This is an optimization exercise on Yosys and OpenROAD, whose aim is small area and a short achievable clock period, not a production implementation.
Only simulation tests tie the RTL to the original design; equivalence was not proved.
Power and IR drop assume default switching activity.

[flow/design.v]
`timescale 1ns / 1ps
module ARM(
    input             clk,
    input             rst,
    output [63:0]     imem_addr,
    input  [31:0]     imem_data,
    input             imem_ready,
    output [63:0]     dmem_addr,
    output [63:0]     dmem_wdata,
    output            dmem_we,
    output            dmem_re,
    input  [63:0]     dmem_rdata,
    output            wb_we,
    output [4:0]      wb_reg,
    output [63:0]     wb_data
);
wire hit = imem_ready;
reg  [63:2] pc;
wire [63:2] pc_inc = pc + 62'd1;
assign imem_addr = {pc, 2'b00};
wire [10:0] f_op  = imem_data[31:21];
wire        f_ld  = f_op == 11'b11111000010;
wire        f_st  = f_op == 11'b11111000000;
wire        f_cbz = f_op[10:3] == 8'b10110100;
wire        f_add = f_op == 11'b10001011000;
wire        f_sub = f_op == 11'b11001011000;
wire        f_orr = f_op == 11'b10101010000;
wire [4:0]  f_r2  = imem_data[28] ? imem_data[4:0] : imem_data[20:16];
reg  [63:2] d_pc4;
reg  [13:0] d_hi;                        
reg  [4:0]  d_rn, d_r2, d_rd;
reg         d_ld, d_st, d_cbz, d_add, d_sub, d_orr;   
always @(posedge clk) begin
    if (rst) begin
        d_rn <= 5'd0; d_r2 <= 5'd0; d_rd <= 5'd0;
        d_ld <= 1'b0; d_st <= 1'b0; d_cbz <= 1'b0;
        d_add <= 1'b0; d_sub <= 1'b0; d_orr <= 1'b0;
    end else if (hit) begin
        d_rn <= imem_data[9:5]; d_r2 <= f_r2; d_rd <= imem_data[4:0];
        d_ld <= f_ld; d_st <= f_st; d_cbz <= f_cbz;
        d_add <= f_add; d_sub <= f_sub; d_orr <= f_orr;
    end
end
always @(posedge clk) begin
    if (hit) begin
        d_pc4 <= pc_inc;
        d_hi  <= imem_data[23:10];
    end
end
reg         w_we;
reg  [4:0]  w_rd;
reg  [63:0] w_data;
reg  [30:0] valid;
wire [30:0] wsel;
wire [63:0] rfq [0:30];
genvar gi;
generate
    for (gi = 0; gi < 31; gi = gi + 1) begin : R
        reg [63:0] q;
        assign wsel[gi] = w_we && (w_rd == gi);
        always @(posedge clk)
            if (wsel[gi]) q <= w_data;
        assign rfq[gi] = q;
    end
endgenerate
always @(posedge clk) begin
    if (rst) valid <= 31'd0;
    else     valid <= valid | wsel;
end
wire [30:0] keep = valid & ~wsel;
wire        byp_a = w_we && (w_rd == d_rn) && (d_rn != 5'd31) && !d_cbz;
wire        byp_b = w_we && (w_rd == d_r2) && (d_r2 != 5'd31);
reg [63:0] rd_a, rd_b;
integer i;
always @(*) begin
    rd_a = ({64{d_cbz}} & {d_pc4, 2'b00}) | ({64{byp_a}} & w_data);
    rd_b = {64{byp_b}} & w_data;
    for (i = 0; i < 31; i = i + 1) begin
        rd_a = rd_a | ({64{keep[i] && !d_cbz && d_rn == i}} & rfq[i]);
        rd_b = rd_b | ({64{keep[i] && d_r2 == i}} & rfq[i]);
    end
end
reg  [63:0] e_a, e_b;
reg  [18:0] e_imm;                       
reg  [4:0]  e_rd;
reg         e_re, e_we, e_rw, e_cbz;
reg         e_mem, e_sub, e_and, e_orr;
always @(posedge clk) begin
    if (rst) begin
        e_re <= 1'b0; e_we <= 1'b0; e_rw <= 1'b0; e_cbz <= 1'b0;
    end else if (hit) begin
        e_re  <= d_ld;
        e_we  <= d_st;
        e_rw  <= !(d_st || d_cbz);
        e_cbz <= d_cbz;
    end
end
always @(posedge clk) begin
    if (hit) begin
        e_a   <= rd_a;
        e_b   <= rd_b;
        e_imm <= {d_hi, d_rn};
        e_rd  <= d_rd;
        e_mem <= d_ld || d_st;
        e_sub <= d_sub;
        e_orr <= d_orr;
        e_and <= !(d_ld || d_st || d_cbz || d_add || d_sub || d_orr);
    end
end
wire [63:0] x_off = e_cbz ? {{43{e_imm[18]}}, e_imm, 2'b00}
                          : {{55{e_imm[15]}}, e_imm[15:7]};
wire [63:0] x_y   = (e_mem || e_cbz) ? x_off : (e_b ^ {64{e_sub}});
wire [64:0] x_sum = {e_a, e_sub} + {x_y, e_sub};
wire [63:0] x_res = e_and ? (e_a & e_b) :
                    e_orr ? (e_a | e_b) : x_sum[64:1];
wire        x_taken = e_cbz && (e_b == 64'd0);
reg  [63:0] m_res, m_wd;
reg  [4:0]  m_rd;
reg         m_re, m_we, m_rw, m_taken;
always @(posedge clk) begin
    if (rst) begin
        m_re <= 1'b0; m_we <= 1'b0; m_rw <= 1'b0; m_taken <= 1'b0;
    end else if (hit) begin
        m_re <= e_re; m_we <= e_we; m_rw <= e_rw; m_taken <= x_taken;
    end
end
always @(posedge clk) begin
    if (hit) begin
        m_res <= x_res;
        m_wd  <= e_b;
        m_rd  <= e_rd;
    end
end
assign dmem_addr  = m_res;
assign dmem_wdata = m_wd;
assign dmem_we    = m_we;
assign dmem_re    = m_re;
always @(posedge clk) begin
    if (rst)      pc <= 62'd0;
    else if (hit) pc <= m_taken ? m_res[63:2] : pc_inc;
end
always @(posedge clk) begin
    if (rst)      w_we <= 1'b0;
    else if (hit) w_we <= m_rw;
end
always @(posedge clk) begin
    if (hit) begin
        w_rd   <= m_rd;
        w_data <= m_re ? dmem_rdata : m_res;
    end
end
assign wb_we   = w_we;
assign wb_reg  = w_rd;
assign wb_data = w_data;
endmodule
[flow/run.sh]
#!/bin/bash
# synth_recipe.tcl (not shown) runs the flow's synth.tcl, then flattens the netlist and writes it again
# the make line also repeats each setting of config.mk as NAME=value (left out here)
make -C /OpenROAD-flow-scripts/flow DESIGN_CONFIG=/design/flow/config.mk WORK_HOME=/design/flow/orfs CLKGATE_MAP_FILE= SYNTH_SCRIPT=/design/flow/synth_recipe.tcl finish
[flow/constraint.sdc]
create_clock -name core_clock -period 6.0 [get_ports {clk}]
set_input_delay 1.2000 -clock core_clock [delete_from_list [all_inputs] [get_ports {clk}]]
set_output_delay 1.2000 -clock core_clock [all_outputs]
set_load 0.01 [all_outputs]
[flow/config.mk]
export PLATFORM = sky130hd
export DESIGN_NAME = ARM
export DESIGN_NICKNAME = ARM
export VERILOG_FILES = /design/flow/design.v
export SDC_FILE = /design/flow/constraint.sdc
export NUM_CORES = 4
export LEC_CHECK = 0
export CAP_MARGIN = 20
export CORE_MARGIN = 2
export CORE_UTILIZATION = 40
export SLEW_MARGIN = 20
==> summary.md, run 1 <==
• run status: no timing/DRC/antenna violations
• sum of overflow across all layers after global routing: 0
• Crit-path slowest cell: sky130_fd_sc_hd__edfxtp_1
• number of primary I/O pins: 363
• post-synthesis sequential element count: 2,541
• CORE AREA: 270,800 sq um
• Worst R2R End: m_res[61]
• average size of a mapped cell: 14.14 sq um
• hold buffers post-CTS: 0
• hold slack: 0.4102 ns
• post-route cell area: 128,200 sq um
• number of iterations in the first detailed-routing pass: 15
• post-DR wirelength/cell: 48.90 microns
• biggest cell delay along the critical path: 0.84 ns
• leakage component of the power: 0.04095 uW
• proportion of synthesized flip-flops having asynchronous set or reset: 0
• Residual DRC: 0
• CTS HTree Levels: 5
• most instantiated flip-flop cell in the synthesis netlist: sky130_fd_sc_hd__edfxtp_1
• number of hold-slack violations in the final timing report: 0
• count of fill cells added during filler insertion: 23,278
• fraction of synthesized area in multiplexers: 0.01154
• # clock sinks: 2,541
• Clk pin slew, worst setup/hold paths: 0.07 ns
• endpoint kind of the worst setup timing path: flip-flop
• initial antenna violation count: 63
• Total Routing Usage GR: 0.4066
• leading area contributor after synthesis: sky130_fd_sc_hd__edfxtp_1
• clock period minus final worst setup slack: 5.271 ns
• Setup Skew: 0.05917 ns
• vias: 92,705
• area fraction in compound gates after synthesis: 0.1818
• Cell Area, Placed: 119,300 sq um
• number of distinct standard cells referenced by the synthesized netlist: 78
• Power Density: 299.4 nW/um^2
• clock tree from TritonCTS: yes
• startpoint types: flip-flop
• fraction of final layout cells sized beyond drive strength 1: 0.1126
• Post-Synthesis Cell Area: 108,900 sq um
• unrepaired setup endpoints after global routing: false
• Post-synth EDFFs: 2,418
• Detailed Route WL: 584,300 microns
• cells taking the most area after synthesis: sky130_fd_sc_hd__edfxtp_1 (67%), sky130_fd_sc_hd__a22oi_1 (8.9%), sky130_fd_sc_hd__nand4_1 (2.8%)
• Iter 0 DRT Violations: 21,593
• max-slew headroom at the worst pin: 0.1297
• number of nets in the layout: 8,279
• sequential share of the synthesized area: 0.6892
• adder-cell area share of the yosys netlist: 0.007535
• Cells after Synth: 7,702
• number of cells on the worst hold path: 0
• number of global-route vias before repair: 84,370
• Clock Root Buffer: sky130_fd_sc_hd__clkbuf_16
• die extent in y: 525.8 microns
• synth cell count leaders: sky130_fd_sc_hd__edfxtp_1 (2,418), sky130_fd_sc_hd__a22oi_1 (1,292), sky130_fd_sc_hd__nand4_1 (481)
• synthesis-to-finish area growth: 17.72%
• placed cells: 11,410
• worst voltage drop across the vdd grid: 0.2115 mV
• Die Footprint: 276,500 sq um
• Worst-Skew Late Latency: 0.91 ns
• routability congestion estimate from global placement: 0.9665
• initial cell density of the core: 0.4023
• Setup Crit Path Kind: reg2reg
• path category of the worst min-delay check: reg2reg
• Final Setup Violations: 0
• total setup buffers inserted after CTS: 0
• Total Negative Setup Slacks: 0 ns
• Detail Route Antenna Nets: 0
• Largest delay share family, worst path: simple AND/OR/NAND/NOR gates
• Worst Path Buf+Inv: 1
• WHS Endpoint: w_rd[4]
• fraction of the mapped netlist area in simple logic gates: 0.07146
• biggest fanout along the worst timing path: 25
• die width: 525.8 microns
• final-report max-slew violation count: 0
• data arrival at the endpoint of the critical path: 5.89 ns
• number of max-cap violations: 0
• cell count of the worst reg-to-reg path: 14
• Port-buffer cells: 360
• number of non-filler instances in the completed layout: 11,950
• number of warning messages in the yosys log: 1
• share of the synthesized netlist area taken by xor and xnor gates: 0.01520
• maximum number of pins on one net before global-route repair: 137
• slew at the pin closest to its max-slew limit: 1.305 ns
• final worst path period share: 0.8785
• wire length of the first global-routing pass: 764,400 microns
• worst hold path startpoint: m_rd[4]
• critical path required time: 6.62 ns
• series of cell instances along the critical path: or2_2 -> buf_4 -> o21ai_0 -> ha_1 -> nand2_1 -> nor3_1 -> nand3_1 -> nor3_1 -> o211ai_1 -> a31oi_1 -> o21ai_1 -> nor4_1 -> nand3_1 -> and3_1
• top-area cell type share of the netlist area: 0.6666
• main combinational cell family by area after synthesis: compound AO/OA/AOI/OAI gates
• total of cells resized after clock tree synthesis: 0
• end-of-flow core utilization: 0.4736
• launch point of the worst reg-to-reg path: e_mem
• Max clock buf depth: 4
• Max Clock Freq: 189.7 MHz
• total CTS buffers: 269
• reg-to-reg slack, setup: 0.73 ns
• vias per cell: 7.758
• total number of placement rows: 191
• dominant cell by count in the synthesized netlist: sky130_fd_sc_hd__edfxtp_1
• HPWL after detailed placement: 325,800 microns
==> worst max-delay path by stage <==
stage / slack (ns) / start / endpoint / depth (start not counted)
floorplan: 1.65 / w_rd[3] / R[1].q[0] / 4
global placement: 0.84 / e_mem / m_res[60] / 14
detailed placement: 0.83 / e_mem / m_res[61] / 16
CTS: 0.79 / e_mem / m_res[60] / 14
global route: 0.48 / e_mem / m_res[61] / 16
finish: 0.73 / e_mem / m_res[61] / 14
==> logic make-up (layout without fill, tap and decap cells) <==
family	count (synthesis)	in the layout
AND/OR/NAND/NOR	1490	1490
AO/OA/AOI/OAI	2649	2649
multiplexers	116	116
buffers and inverters	651	1266
flip-flops	2541	2541
XOR/XNOR	189	189
other	1	64
adder cells (fa/ha/maj)	65	65
==> worst register-to-register path, delay by kind of cell (launching register included) <==
family / cells / cell delay [ns]
DFF: 1 / 0.84
buffers and inverters: 1 / 0.43
and+or+nand+nor: 8 / 2.43
AOI/OAI and AO/OA: 4 / 0.88
adders and majority gates: 1 / 0.45
==> placed cells by master (no fill, tap or decap), drive strengths merged, types with 52 or more instances in the layout <==
master         synthesis  final
edfxtp              2418   2418
a21oi                237    237
inv                   84     90
diode                  0     62
xor2                  66     66
nand2                339    339
a22o                 320    320
a22oi               1292   1292
nor2                 243    243
a222oi                66     66
a221oi               325    325
nor3                 215    215
dfxtp                123    123
mux2                  77     77
nand4                481    481
xnor2                123    123
clkbuf               440    337
nand3                 52     52
clkinv                 0     96
clkdlybuf4s50          0    358
o21ai                187    187
o22ai                 62     62
ha                    64     64
buf                  127    350
==> power by group <==
group          internal, uW  switching, uW  total (uW)
clock network          9670           7410       17100
registers             19600            260       19800
logic                   482           1010        1490
==> registers in the layout (all words and copies together), names as in the netlist, 5 cells and up <==
signal	count
e_rd	5
m_rd	5
d_hi	14
d_rn	5
w_rd	5
R.q	1984
w_data	64
valid	31
e_imm	19
e_b	64
pc	62
d_r2	5
e_a	64
m_wd	64
m_res	64
d_rd	5
d_pc4	62
==> per-stage QoR <==
step / total power, uW / setup WS [ns]
floorplan: 20720 / 1.655
global placement: 21630 / 0.8390
detailed placement: 21620 / 0.8261
CTS: 38220 / 0.7921
global route: 39010 / 0.4802
finish: 38400 / 0.7292
==> layer usage <==
| layer | GRT usage | up-vias | routed length (microns) |
|---|---|---|---|
| li1 | - | 33084 | - |
| met2 | 0.5595 | 11382 | 229700 |
| met4 | 0.2570 | 42 | 50070 |
| met5 | 0.01732 | - | 538 |
| met3 | 0.2164 | 3216 | 113200 |
| met1 | 0.4934 | 44981 | 190800 |
==> cell type report <==
class / instances / area, sq um / share of cell area
well taps: 3570 / 4467 / 0.03483
inverters: 84 / 316.6 / 0.002469
repair buffers: 708 / 7562 / 0.05897
flip-flops and latches: 2541 / 75080 / 0.5855
clock buffers: 337 / 7219 / 0.05630
diodes: 62 / 155.1 / 0.001210
multi-input cells: 4511 / 31980 / 0.2494
clock inverters: 137 / 1448 / 0.01129
==> inputs of run 2 (changes only) <==
--- a/flow/design.v
+++ b/flow/design.v
@@ -15,6 +15,12 @@
     output [63:0]     wb_data
 );
 wire hit = imem_ready;
+reg  [63:0] m_res, m_wd;
+reg  [4:0]  m_rd;
+reg         m_re, m_we, m_rw, m_taken;
+reg         w_we;
+reg  [4:0]  w_rd;
+reg  [63:0] w_data;
 reg  [63:2] pc;
 wire [63:2] pc_inc = pc + 62'd1;
 assign imem_addr = {pc, 2'b00};
@@ -30,13 +36,17 @@
 reg  [13:0] d_hi;                        
 reg  [4:0]  d_rn, d_r2, d_rd;
 reg         d_ld, d_st, d_cbz, d_add, d_sub, d_orr;   
+reg         d_byp_a, d_byp_b;
 always @(posedge clk) begin
     if (rst) begin
         d_rn <= 5'd0; d_r2 <= 5'd0; d_rd <= 5'd0;
+        d_byp_a <= 1'b0; d_byp_b <= 1'b0;
         d_ld <= 1'b0; d_st <= 1'b0; d_cbz <= 1'b0;
         d_add <= 1'b0; d_sub <= 1'b0; d_orr <= 1'b0;
     end else if (hit) begin
         d_rn <= imem_data[9:5]; d_r2 <= f_r2; d_rd <= imem_data[4:0];
+        d_byp_a <= m_rw && (m_rd == imem_data[9:5]) && (imem_data[9:5] != 5'd31) && !f_cbz;
+        d_byp_b <= m_rw && (m_rd == f_r2) && (f_r2 != 5'd31);
         d_ld <= f_ld; d_st <= f_st; d_cbz <= f_cbz;
         d_add <= f_add; d_sub <= f_sub; d_orr <= f_orr;
     end
@@ -47,9 +57,6 @@
         d_hi  <= imem_data[23:10];
     end
 end
-reg         w_we;
-reg  [4:0]  w_rd;
-reg  [63:0] w_data;
 reg  [30:0] valid;
 wire [30:0] wsel;
 wire [63:0] rfq [0:30];
@@ -68,8 +75,8 @@
     else     valid <= valid | wsel;
 end
 wire [30:0] keep = valid & ~wsel;
-wire        byp_a = w_we && (w_rd == d_rn) && (d_rn != 5'd31) && !d_cbz;
-wire        byp_b = w_we && (w_rd == d_r2) && (d_r2 != 5'd31);
+wire        byp_a = d_byp_a;
+wire        byp_b = d_byp_b;
 reg [63:0] rd_a, rd_b;
 integer i;
 always @(*) begin
@@ -98,7 +105,7 @@
 always @(posedge clk) begin
     if (hit) begin
         e_a   <= rd_a;
-        e_b   <= rd_b;
+        e_b   <= rd_b ^ {64{d_sub}};    
         e_imm <= {d_hi, d_rn};
         e_rd  <= d_rd;
         e_mem <= d_ld || d_st;
@@ -109,14 +116,11 @@
 end
 wire [63:0] x_off = e_cbz ? {{43{e_imm[18]}}, e_imm, 2'b00}
                           : {{55{e_imm[15]}}, e_imm[15:7]};
-wire [63:0] x_y   = (e_mem || e_cbz) ? x_off : (e_b ^ {64{e_sub}});
+wire [63:0] x_y   = (e_mem || e_cbz) ? x_off : e_b;
 wire [64:0] x_sum = {e_a, e_sub} + {x_y, e_sub};
 wire [63:0] x_res = e_and ? (e_a & e_b) :
                     e_orr ? (e_a | e_b) : x_sum[64:1];
 wire        x_taken = e_cbz && (e_b == 64'd0);
-reg  [63:0] m_res, m_wd;
-reg  [4:0]  m_rd;
-reg         m_re, m_we, m_rw, m_taken;
 always @(posedge clk) begin
     if (rst) begin
         m_re <= 1'b0; m_we <= 1'b0; m_rw <= 1'b0; m_taken <= 1'b0;
--- a/flow/config.mk
+++ b/flow/config.mk
@@ -8,4 +8,7 @@
 export CAP_MARGIN = 20
 export CORE_MARGIN = 2
 export CORE_UTILIZATION = 40
+export CTS_CLUSTER_DIAMETER = 90
+export CTS_CLUSTER_SIZE = 25
+export SETUP_SLACK_MARGIN = 2.5
 export SLEW_MARGIN = 20
==> run 2 against run 1 <==
  * Global-route usage decreased by 0.95 points
  * Critical endpoint is now m_res[63]
  * Clock power fell by 45%
  * Register-to-register slack improved by 1.1 ns
  * First-iteration DRC count is 2.0% lower
  * Still clean
  * Clock skew fell by 0.0062 ns
  * Power shrank 20%
  * Die area hardly changed
  * Sequential share of layout area is 0.53 points higher
==> summary.md, run 2 <==
• fraction of final layout cells sized beyond drive strength 1: 0.1495, +0.03682
• worst voltage drop across the vdd grid: 0.2759 mV, +30%
• Total Negative Setup Slacks: 0 ns, unchanged
• startpoint types: flip-flop
• Iter 0 DRT Violations: 21,171, -2.0%
• Setup Skew: 0.05294 ns, -0.006231 ns
• dominant cell by count in the synthesized netlist: sky130_fd_sc_hd__edfxtp_1
• most instantiated flip-flop cell in the synthesis netlist: sky130_fd_sc_hd__edfxtp_1
• Die Footprint: 276,600 sq um, about the same
• number of non-filler instances in the completed layout: 11,764, -1.6%
• Power Density: 242.1 nW/um^2, -19%
• leading area contributor after synthesis: sky130_fd_sc_hd__edfxtp_1
• number of distinct standard cells referenced by the synthesized netlist: 73, -6.4%
• HPWL after detailed placement: 311,200 microns, -4.5%
• Clock Root Buffer: sky130_fd_sc_hd__clkbuf_16
• Max clock buf depth: 3, -1
• Post-synth EDFFs: 2,418, unchanged
• vias per cell: 7.858, +1.3%
• hold slack: 0.4257 ns, +0.01546 ns
• Worst R2R End: m_res[63]
• wire length of the first global-routing pass: 750,400 microns, -1.8%
• hold buffers post-CTS: 0, unchanged
• total CTS buffers: 114, -58%
• cell-internal power: 23,760 uW, -20%
• termination of the worst setup path: m_res[63]
• max FFs per register: 1,984, unchanged
• Residual DRC: 0, unchanged
• part of the power in combinational logic: 0.052, +0.013
• run status: no timing/DRC/antenna violations
• Port-buffer cells: 360, unchanged
• cells taking the most area after synthesis: sky130_fd_sc_hd__edfxtp_1 (67%), sky130_fd_sc_hd__a22oi_1 (8.6%), sky130_fd_sc_hd__a221oi_1 (3.1%)
• register area: 75,150 sq um, about the same
• biggest cell delay along the critical path: 0.51 ns, -0.33 ns
• CORE AREA: 270,800 sq um, unchanged
• count of fill cells added during filler insertion: 23,351, +0.31%
• crit path from: e_mem
• number of max-cap violations: 0, unchanged
• unrepaired setup endpoints after global routing: true
• number of nets in the layout: 8,262, -0.21%
• slew at the pin closest to its max-slew limit: 1.339 ns, +0.03382 ns
• die extent in y: 525.9 microns, about the same
• placed cells: 11,314, -0.84%
• top-area cell type share of the netlist area: 0.6664, about the same
• clock share of power: 0.305, -0.140
• post-DR wirelength/cell: 49.05 microns, +0.31%
• Setup Crit Path Kind: reg2reg
• vias: 92,444, -0.28%
• Crit-path slowest cell: sky130_fd_sc_hd__or4_1
• endpoint kind of the worst setup timing path: flip-flop
• proportion of synthesized flip-flops having asynchronous set or reset: 0, unchanged
• clock tree from TritonCTS: yes
• Cells after Synth: 7,608, -1.2%
• synth cell count leaders: sky130_fd_sc_hd__edfxtp_1 (2,418), sky130_fd_sc_hd__a22oi_1 (1,246), sky130_fd_sc_hd__clkbuf_1 (485)
• commonest non-fill, non-tap cells in the layout: sky130_fd_sc_hd__edfxtp_1 (2,418), sky130_fd_sc_hd__a22oi_1 (1,245), sky130_fd_sc_hd__a22o_1 (381)
• number of hold-slack violations in the final timing report: 0, unchanged
• die width: 525.9 microns, about the same
• Total Routing Usage GR: 0.3972, -0.009481
• switching power share of the total: 0.2284, +0.002432
• clock period minus final worst setup slack: 4.192 ns, -1.079 ns
• max-slew headroom at the worst pin: 0.1072, -0.02255
• Detail Route Antenna Nets: 0, unchanged
• Switching Power: 7034 uW, -19%
• Reg with most FFs: R.q
• sequential share of the synthesized area: 0.6894, about the same
• synthesis-to-finish area growth: 16.73%
• reg-to-reg slack, setup: 1.81 ns, +1.08 ns
• critical path required time: 6.62 ns, about the same
• post-synthesis sequential element count: 2,543, +0.079%
• sequential power share: 0.643, +0.127
• number of warning messages in the yosys log: 1, unchanged
• data arrival at the endpoint of the critical path: 4.81 ns, -1.08 ns
• total number of placement rows: 191, unchanged
• CTS HTree Levels: 3, -2
• combined area of the multi-input logic cells: 34,150 sq um, +6.8%
• average size of a mapped cell: 14.32 sq um, +1.3%
• number of global-route vias before repair: 83,894, -0.56%
• maximum number of pins on one net before global-route repair: 145, +5.8%
• leakage component of the power: 0.04060 uW, -0.86%
• Clk pin slew, worst setup/hold paths: 0.10 ns, +0.03 ns
• path category of the worst min-delay check: reg2reg
• launch point of the worst reg-to-reg path: e_mem
• number of iterations in the first detailed-routing pass: 11, -4
• Max Clock Freq: 238.6 MHz, +26%
• final-report max-slew violation count: 0, unchanged
• initial antenna violation count: 31, -51%
• final worst path period share: 0.6986, -0.1799
• biggest fanout along the worst timing path: 6, -76%
• cell repeated most along the worst path: sky130_fd_sc_hd__a211o_1
• Worst-Skew Late Latency: 0.89 ns, -0.02 ns
• Final Setup Violations: 0, unchanged
• routability congestion estimate from global placement: 0.9672, about the same
• Post-Synthesis Cell Area: 109,000 sq um, about the same
• # clock sinks: 2,543, +0.079%
• Detailed Route WL: 577,000 microns, -1.2%
• sum of overflow across all layers after global routing: 0, unchanged
• initial cell density of the core: 0.4024, about the same
• worst hold path startpoint: e_rd[4]
• number of primary I/O pins: 363, unchanged
• cell count of the worst reg-to-reg path: 15, +1
• commonest non-fill, non-tap cell in the layout: sky130_fd_sc_hd__edfxtp_1
• series of cell instances along the critical path: buf_12 -> and2_4 -> mux2_4 -> a21o_1 -> ha_4 -> and4_4 -> nand2_4 -> or4_1 -> or3_1 -> a211o_1 -> a211o_1 -> a21oi_2 -> xor2_1 -> nor4b_2 -> a211oi_1
-- run 2: per-layer routing --
layer	vias to the layer above	global-route usage	wire, microns
li1	32895	-	-
met3	3267	0.2179	113400
met4	31	0.2559	52390
met2	11268	0.5433	223500
met1	44983	0.4792	187200
met5	-	0.006407	514
-- run 2: kinds of logic after synthesis --
group	after synthesis	synth area share
AO/OA/AOI/OAI	2724	0.1893
XOR/XNOR	192	0.01543
adder cells (fa/ha/maj)	65	0.007533
buffers and inverters	650	0.02268
flip-flops	2543	0.6894
multiplexers	120	0.01189
other	1	0.00003442
AND/OR/NAND/NOR	1313	0.06379
-- run 2: power groups by stage --
| stage | clock [uW] | sequential [uW] | combinational, uW |
|---|---|---|---|
| floorplan | 0 | 20200 | 463 |
| global placement | 0 | 20200 | 1240 |
| detailed placement | 0 | 20200 | 1240 |
| CTS | 9250 | 19800 | 1480 |
| global route | 9850 | 19800 | 1660 |
| finish | 9390 | 19800 | 1610 |
-- run 2: metrics by stage --
stage	setup WS [ns]	total power, uW	area, sq um	utilization
global placement	1.001	21450	119200	0.4404
floorplan	1.675	20640	109100	-
finish	1.809	30800	127200	0.4697
CTS	1.753	30500	125200	0.4625
global route	1.702	31310	127100	0.4694
detailed placement	1.061	21450	119300	0.4405
-- run 2: worst min path at each step --
stage	end	slack [ns]	depth (start not counted)
6_report	m_rd[4]	0.43	0
5_1_grt	m_rd[4]	0.43	0
2_1_floorplan	e_imm[10]	0.40	0
3_5_place_dp	e_imm[11]	0.40	0
4_1_cts	e_imm[14]	0.43	0
3_3_place_gp	m_rd[3]	0.40	0
-- run 2: layout make-up --
type                       count  area share
tap                         3570     0.03512
clock buffer                 153     0.02407
sequential                  2543      0.5908
clock inverter                14    0.001299
multi-input combinational   4419      0.2685
timing repair buffer         922     0.07639
inverter                      98    0.002922
antenna                       45   0.0008854
-- run 2: repair_timing --
item | 4_1_cts | 5_1_grt
pin swaps | 107 | 121
gates resized for setup | 391 | 235
buffers inserted | 134 | 94
setup endpoints to repair | 236 | 165
gates cloned | 4 | 6
-- run 2: worst max-delay path, delay by kind of cell, from the launching register on --
kind / cells / cell delay [ns]
xor gates and xnor gates: 1 / 0.11
muxes: 1 / 0.38
DFF: 1 / 0.42
and+or+nand+nor: 6 / 1.63
AOI/OAI and AO/OA: 5 / 0.98
buffers and inverters: 1 / 0.15
adders and majority gates: 1 / 0.28
==> inputs of run 3 (changes only) <==
==> flow/flow/run.sh (new file) <==
#!/bin/bash
# The standard layout, except that the port buffers are plain buffers
# (sky130_fd_sc_hd__buf_2) rather than the delay-cell buffers buffer_ports
# picks on its own. make's full output goes to standard.log; ORFS keeps each
# step's log under orfs/logs.
set -euo pipefail
bash standard.sh 'BUFFER_PORTS_ARGS=-buffer_cell sky130_fd_sc_hd__buf_2' finish > standard.log 2>&1
==> flow/standard.sh (new file) <==
#!/bin/bash
# synth_recipe.tcl (not shown) runs the flow's synth.tcl, then flattens the netlist and writes it again
# the make line also repeats each setting of config.mk as NAME=value (left out here)
make -C /OpenROAD-flow-scripts/flow DESIGN_CONFIG=/design/flow/config.mk WORK_HOME=/design/flow/orfs CLKGATE_MAP_FILE= SYNTH_SCRIPT=/design/flow/synth_recipe.tcl "${@:-finish}"
--- a/flow/config.mk
+++ b/flow/config.mk
@@ -8,7 +8,7 @@
 export CAP_MARGIN = 20
 export CORE_MARGIN = 2
 export CORE_UTILIZATION = 40
-export CTS_CLUSTER_DIAMETER = 90
-export CTS_CLUSTER_SIZE = 25
+export CTS_CLUSTER_DIAMETER = 80
+export CTS_CLUSTER_SIZE = 20
 export SETUP_SLACK_MARGIN = 2.5
 export SLEW_MARGIN = 20
removed: flow/run.sh
==> run 3 against run 2 <==
  * Largest cell class unchanged
  * Power rose by 4.4%
  * Synthesized cell count did not move
  * Register-to-register slack got worse by 0.02 ns
==> summary.md, run 3 <==
• series of cell instances along the critical path: and2_4 -> mux2_8 -> a21o_1 -> ha_4 -> and4_4 -> nand2_4 -> or4_4 -> or3_4 -> a211o_1 -> a211o_1 -> a21oi_2 -> xor2_2 -> nor4b_2 -> a211oi_2
• biggest cell delay along the critical path: 0.53 ns, +0.02 ns
• routability congestion estimate from global placement: 0.9607, -0.67%
• Setup Crit Path Kind: reg2reg
• combined area of the multi-input logic cells: 33,630 sq um, -1.5%
• HPWL after detailed placement: 297,000 microns, -4.5%
• die extent in y: 525.9 microns, unchanged
• initial antenna violation count: 43, +39%
• hold slack: 0.4258 ns, +0.0001110 ns
• end-of-flow core utilization: 0.4614, -0.008360
• vias: 92,461, +0.018%
• path category of the worst min-delay check: reg2reg
• met2 track utilization from global routing: 0.5344, -0.008971
• unrepaired setup endpoints after global routing: true
• Iter 0 DRT Violations: 21,753, +2.7%
• Worst-Skew Late Latency: 0.88 ns, about the same
• top-area cell type share of the netlist area: 0.6664, unchanged
• endpoint kind of the worst setup timing path: flip-flop
• max-slew headroom at the worst pin: 0.09783, -0.009337
• Max Clock Freq: 237.6 MHz, -0.41%
• Total Negative Setup Slacks: 0 ns, unchanged
• Total Routing Usage GR: 0.3952, -0.001976
• met1 global-route usage: 0.4794, about the same
• number of iterations in the first detailed-routing pass: 11, unchanged
• wire length of the first global-routing pass: 745,300 microns, -0.69%
• final-report max-slew violation count: 0, unchanged
• commonest non-fill, non-tap cell in the layout: sky130_fd_sc_hd__edfxtp_1
• # clock sinks: 2,543, unchanged
• average size of a mapped cell: 14.32 sq um, unchanged
• startpoint types: flip-flop
• post-synthesis sequential element count: 2,543, unchanged
• number of nets in the layout: 8,200, -0.75%
• Power Density: 257.3 nW/um^2, +6.3%
• Cells after Synth: 7,608, unchanged
• post-DR wirelength/cell: 49.10 microns, +0.11%
• met3 demand-to-capacity share in global routing: 0.2171, -0.0008332
• max FFs per register: 1,984, unchanged
• CORE AREA: 270,800 sq um, unchanged
• Crit-path slowest cell: sky130_fd_sc_hd__or4_4
• leakage component of the power: 0.04045 uW, -0.35%
• final worst path period share: 0.7015, +0.002898
• most instantiated flip-flop cell in the synthesis netlist: sky130_fd_sc_hd__edfxtp_1
• CTS HTree Levels: 4, +1
• number of primary I/O pins: 363, unchanged
• cell repeated most along the worst path: sky130_fd_sc_hd__a211o_1
• count of fill cells added during filler insertion: 23,600, +1.1%
• Clk pin slew, worst setup/hold paths: 0.09 ns, about the same
• Post-synth EDFFs: 2,418, unchanged
• biggest fanout along the worst timing path: 6, unchanged
• Reg with most FFs: R.q
• initial cell density of the core: 0.4024, unchanged
• run status: no timing/DRC/antenna violations
• commonest non-fill, non-tap cells in the layout: sky130_fd_sc_hd__edfxtp_1 (2,418), sky130_fd_sc_hd__a22oi_1 (1,245), sky130_fd_sc_hd__a22o_1 (381)
• worst slack at placement: 1.282 ns, +0.2217 ns
• Die Footprint: 276,600 sq um, unchanged
• number of max-cap violations: 0, unchanged
• slew at the pin closest to its max-slew limit: 1.353 ns, +0.01401 ns
• synth cell count leaders: sky130_fd_sc_hd__edfxtp_1 (2,418), sky130_fd_sc_hd__a22oi_1 (1,246), sky130_fd_sc_hd__clkbuf_1 (485)
• total CTS buffers: 151, +32%
• Detailed Route WL: 574,500 microns, -0.44%
• cells taking the most area after synthesis: sky130_fd_sc_hd__edfxtp_1 (67%), sky130_fd_sc_hd__a22oi_1 (8.6%), sky130_fd_sc_hd__a221oi_1 (3.1%)
• total number of placement rows: 191, unchanged
• proportion of synthesized flip-flops having asynchronous set or reset: 0, unchanged
• Max clock buf depth: 3, unchanged
• clock tree from TritonCTS: yes
• worst voltage drop across the vdd grid: 0.3384 mV, +23%
• number of global-route vias before repair: 84,042, +0.18%
• data arrival at the endpoint of the critical path: 4.82 ns, about the same
• number of hold-slack violations in the final timing report: 0, unchanged
• Post-Synthesis Cell Area: 109,000 sq um, unchanged
• clock period minus final worst setup slack: 4.209 ns, +0.01739 ns
• fraction of final layout cells sized beyond drive strength 1: 0.1791, +0.02968
• register area: 75,150 sq um, about the same
• number of distinct standard cells referenced by the synthesized netlist: 73, unchanged
• vias per cell: 7.903, +0.57%
• dominant cell by count in the synthesized netlist: sky130_fd_sc_hd__edfxtp_1
• Port-buffer cells: 360, unchanged
• die width: 525.9 microns, unchanged
• sum of overflow across all layers after global routing: 0, unchanged
• worst path setup slack after routing: 1.791 ns, -0.01739 ns
• Detail Route Antenna Nets: 0, unchanged
• Overall Power: 32,140 uW, +4.4%
• synthesis-to-finish area growth: 14.65%
• Final Setup Violations: 0, unchanged
• most crowded layer after global routing: met2
• sequential share of the synthesized area: 0.6894, unchanged
• Residual DRC: 0, unchanged
• Clock Root Buffer: sky130_fd_sc_hd__clkbuf_16
• Setup Skew: 0.04744 ns, -0.005501 ns
• number of warning messages in the yosys log: 1, unchanged
• critical path required time: 6.61 ns, about the same
• leading area contributor after synthesis: sky130_fd_sc_hd__edfxtp_1
• maximum number of pins on one net before global-route repair: 135, -6.9%
## run 3: cell counts after synthesis
No cell type changed its count.
## run 3: final timing paths
path | startpoint | end | slack [ns] | depth (start not counted)
setup reg to reg | e_imm[15] | m_res[63] | 1.79 | 14
hold / removal | d_hi[8] | e_imm[13] | 0.43 | 0
hold reg to reg | d_hi[8] | e_imm[13] | 0.43 | 0
setup / recovery | e_imm[15] | m_res[63] | 1.79 | 14
## run 3: routing by layer
metal	wire [microns]	up-vias
met5	935	-
met4	52910	47
met3	115300	3357
met2	220400	11197
met1	185000	45090
li1	-	32770
## run 3: cell families (layout without fill, tap and decap cells)
group | after synthesis | count (layout) | share of synthesized area
and+or+nand+nor | 1313 | 1313 | 0.06379
DFF | 2543 | 2543 | 0.6894
adders and majority gates | 65 | 65 | 0.007533
xor gates and xnor gates | 192 | 192 | 0.01543
muxes | 120 | 125 | 0.01189
other | 1 | 49 | 0.00003442
AOI/OAI and AO/OA | 2724 | 2724 | 0.1893
buffers and inverters | 650 | 1119 | 0.02268
## run 3: critical path, delay by kind of cell (launching register included)
kind,cells,cell delay [ns]
AND/OR/NAND/NOR,6,1.75
adder cells (fa/ha/maj),1,0.31
XOR/XNOR,1,0.11
AO/OA/AOI/OAI,5,1.03
flip-flops,1,0.40
multiplexers,1,0.38
## run 3: layout make-up
cell class	instances	area share
clock inverter	21	0.001853
sequential	2543	0.6016
tap	3570	0.03576
timing repair buffer	821	0.05511
inverter	98	0.002975
clock buffer	179	0.03261
antenna	47	0.0009415
multi-input combinational	4421	0.2692
## run 3: through the flow
| stage | cell area (sq um) | cells |
|---|---|---|
| after floorplan | 109100 | 7609 |
| after global placement | 117300 | 11302 |
| after detailed placement | 117400 | 11304 |
| after CTS | 123200 | 11564 |
| after global routing | 124800 | 11664 |
| final | 124900 | 11700 |
## run 3: power by group
group / total [uW] / internal [uW] / switching, uW
logic: 1390 / 415 / 975
clock network: 11000 / 4860 / 6100
registers: 19800 / 19600 / 236
## run 3: timing repair
item,4_1_cts,5_1_grt
hold buffers,0,0
buffers inserted,53,79
endpoints found under the setup margin,194,162
gates cloned,7,7
resized for setup,217,196
pin swaps,20,50

afterwards: timing with drivers on the ports:
The flow's constraints put no driver on any port. The routed layouts listed below were extracted and timed again, unchanged, in two steps.
Step 1: set_driving_cell puts a clkbuf_16 on clk and a buf_2 on each other input, an assumption about the parent block.
Step 2, shift: input delay + t, output delay - t, t = (earliest + latest rising clock arrival at the registers) / 2. This alone moves slack from input paths to output paths.
a / b / c = ideal ports / drivers / drivers and shift; a / b = the first two.
| run | t (ns) | setup slack, ns | worst setup path after step 2 | clock arrival spread, ns | cell pins on the clock port's net |
|---|---|---|---|---|---|
| run 1 | 0.978 | 0.729 / 0.729 / 0.729 | register to register | 0.060 / 0.060 | 1 |
| run 2 | 0.960 | 1.809 / 1.809 / 1.809 | register to register | 0.053 / 0.053 | 1 |
| run 3 | 0.968 | 1.791 / 1.791 / 1.791 | register to register | 0.054 / 0.054 | 1 |
After both steps setup and hold are still met in every run listed.
